What follows belongs to an exercise in optimizing a design on an open flow for small area, a short achievable clock period and few clock cycles per item; a production flow would make more cautious choices. Function was checked by simulation only, so behaviour that the tests miss may differ from the original.

Setup of MS:
==> flow/design.v (excerpt) <==
module Processor(
	input					CLOCK_50,
	input					rst,
	output	[3:0]			imem_addr,
	input	[31:0]			imem_data,
	output	reg				retire,
	output	[3:0]			flags_out,
	output	reg	[31:0]		result_out
);
For scale: about 7200 cells after synthesis, roughly 1200 flip-flops, ~75 I/O pins, roughly 66000 um2 of cells after synthesis.
Settings: LEC_CHECK=0, ABC_AREA=1, CAP_MARGIN=20, CORE_MARGIN=2, CORE_UTILIZATION=30, SETUP_SLACK_MARGIN=5, SLEW_MARGIN=20; clock period 11.0 ns.
run.sh (not shown) runs the stock make flow with config.mk's settings and CLKGATE_MAP_FILE= SYNTH_SCRIPT=/design/flow/synth_recipe.tcl, a recipe that flattens the netlist after the stock synthesis.
Testbench counts of MS, summed over its fixed seeds: cycles 3,368, instrs 3,072.
The inputs of JK differ from those of MS as listed below.
--- a/flow/design.v
+++ b/flow/design.v
@@ -155,25 +155,25 @@
 	end
 end
 wire        fw_n = fwd_ok && f_n == ir_rd;
 wire        fw_m = fwd_ok && f_m == ir_rd;
 wire        fw_s = fwd_ok && f_s == ir_rd;
 wire        fw_d = fwd_ok && f_d == ir_rd;
 wire [31:0] vn_f = fw_n ? wdata : rn_f;
 wire [31:0] vd_f = fw_d ? wdata : rd_f;
-wire [7:0]  vs_f = fw_s ? wdata[7:0] : rs_f;
+wire [7:0]  vs_f = fw_s ? res[7:0] : rs_f;	 
 wire [63:0] imm_dbl = {24'b0, f[7:0], 24'b0, f[7:0]} >> {f[11:8], 1'b0};
 wire [31:0] imm_rot = imm_dbl[31:0];
 wire        sel_imm = f_dpi;
 wire        sel_off = f_lsi;
 wire        sel_fw  = !f_dpi && !f_lsi && fw_m;
 wire        sel_rm  = !f_dpi && !f_lsi && !fw_m;
 wire [31:0] vm = ({32{sel_imm}} & imm_rot) | ({32{sel_off}} & {20'b0, f[11:0]}) |
-                 ({32{sel_fw}} & wdata) | ({32{sel_rm}} & rm_f);
+                 ({32{sel_fw}} & res) | ({32{sel_rm}} & rm_f);
 wire [7:0]  vs = f_ramt ? vs_f : ((f_dpi || f_lsi) ? 8'd0 : {3'b0, f[11:7]});
 wire        t_lsl = f[6:5] == 2'b00;
 wire        t_asr = f[6:5] == 2'b10;
 wire        t_ror = f[6:5] == 2'b11;
 wire [4:0]  n5  = vs[4:0];
 wire        big = |vs[7:5];					 
 wire        nz  = |vs;						 
 wire [31:0] r0 = t_lsl ? {vm[0], vm[31:1]} : vm;
@@ -208,17 +208,18 @@
 	4'hd:       f_tt = 4'b1010;		 
 	4'he:       f_tt = 4'b0100;		 
 	default:    f_tt = 4'b0101;		 
 	endcase
 end
 wire f_arith = f_mul || (f_dp && (f_cmd[3:1] == 3'b001 || f_cmd[3:1] == 3'b010 || f_cmd[3:1] == 3'b011 || f_cmd[3:1] == 3'b101));
 wire f_immc  = f_dpi && f[11:8] != 4'd0;	 
 wire f_r15   = !f_br && ((f_m == 4'd15 && !f_dpi && !f_lsi) || (f_s == 4'd15 && f_ramt));	 
-wire bubble  = !rst && wr_r15 && (k_ld || f_r15);
+wire f_lduse = k_ld && ((fw_m && !f_dpi && !f_lsi) || (fw_s && f_ramt));
+wire bubble  = !rst && ((wr_r15 && (k_ld || f_r15)) || f_lduse);
 always @(posedge CLOCK_50) begin
 	if (rst || !mul_more) begin
 		ir_v    <= !bubble;
 		ir_pc   <= imem_addr;
 		ir_cond <= f[31:28];
 		ir_rd   <= f_d;
 		ir_off  <= f[3:0];
 		k_mul   <= f_mul;
@@ -229,25 +230,27 @@
 		k_fl    <= f_dp && f[20];
 		k_arith <= f_arith;
 		k_acv   <= f_arith && !f_mul;
 		k_inva  <= !f_mul && (f_cmd == 4'h3 || f_cmd == 4'h7);
 		k_invb  <= !f_mul && (f_cmd == 4'h2 || f_cmd == 4'h6 || f_cmd == 4'ha);
 		k_cinc  <= !f_mul && (f_cmd == 4'h5 || f_cmd == 4'h6 || f_cmd == 4'h7);
 		k_cin1  <= !f_mul && (f_cmd == 4'h2 || f_cmd == 4'h3 || f_cmd == 4'ha);
 		k_tt    <= f_tt;
-		opn     <= vn_f;
-		opd     <= vd_f;
 		op2     <= sh;
 		sc_c    <= !f_immc && !nz;
 		sc_v    <= f_immc ? imm_rot[31] : shc;
 	end
 	else begin
 		op2     <= {op2[29:0], 2'b0};
 	end
+end
+always @(posedge CLOCK_50) begin
+	opn <= vn_f;
+	opd <= vd_f;
 end
 always @(posedge CLOCK_50) begin
 	if (rst) begin
 		retire <= 1'b0;
 		mbusy  <= 1'b0;
 		fN <= 1'b0; fZ <= 1'b0; fC <= 1'b0; fV <= 1'b0;
 		rf_v   <= 15'b0;
 		dm_v   <= 16'b0;
@@ -258,17 +261,17 @@
 		if (wr_flag) begin fN <= newN; fZ <= newZ; fC <= newC; fV <= newV; end
 		if (wr_reg) rf_v[ir_rd] <= 1'b1;
 		if (wr_mem) dm_v[maddr] <= 1'b1;
 	end
 end
 always @(posedge CLOCK_50) begin
 	if (!rst && wr_reg) rf[ir_rd] <= wdata;
 	if (!rst && wr_mem) dm[maddr] <= opd;
-	if (wr_r15) pc_r <= wdata[3:0];
+	if (bubble) pc_r <= wr_r15 ? wdata[3:0] : imem_addr;
 end
 always @(posedge CLOCK_50) begin
 	if (done) begin
 		if (k_br) result_out <= {28'b0, npc_fast};
 		else if (wr_rd) result_out <= (ir_rd == 4'd15) ? {28'b0, wdata[3:0]} : wdata;
 		else result_out <= opd;
 	end
 	else if (mul_more) begin
==> comparison <==
The final reports for JK and MS show final instance area lower in the former.
Re synthesized instance count: MS was higher than JK.
JK vs MS — average wire per cell in the routed design climbed by a few percent
Final cell count without fillers was higher in the run labelled MS.
Met2 track demand over resource, MS and JK: higher on MS
Side by side, met3 track demand over resource in global routing turned out higher in JK than in MS.
The core of JK is more densely filled than that of MS.
Number of buffers inserted during clock tree synthesis delta for JK relative to MS: about 3.6% lower
Via count of the routed design ended up about 3.4% lower on JK than on MS.
Testbench counts of JK, summed over its fixed seeds: cycles 3,376, instrs 3,072.

[what the ideal ports hide]
No port has a modelled driver above. Below, the same layouts with a new extraction and two added sets of constraints. Step 1: set_driving_cell puts a clkbuf_16 on CLOCK_50 and a buf_2 on each other input, an assumption about the parent block. Step 2 also shifts input and output timing later by t, the mid clock arrival at the registers, as if the neighbouring blocks saw the same clock. a / b / c = ideal / step 1 / step 2; a / b = the first two.
run	t, ns	setup WS [ns]	worst setup path at the end	latest minus earliest clock arrival (ns)
MS	0.883	4.763 / 4.680 / 4.076	input to register	0.050 / 0.049
JK	0.874	4.498 / 4.413 / 4.205	input to register	0.048 / 0.048
After both steps every run listed still meets setup and hold. For MS, which loses most, drivers alone change the setup slack by -0.083 ns; drivers and shift together by -0.687 ns.
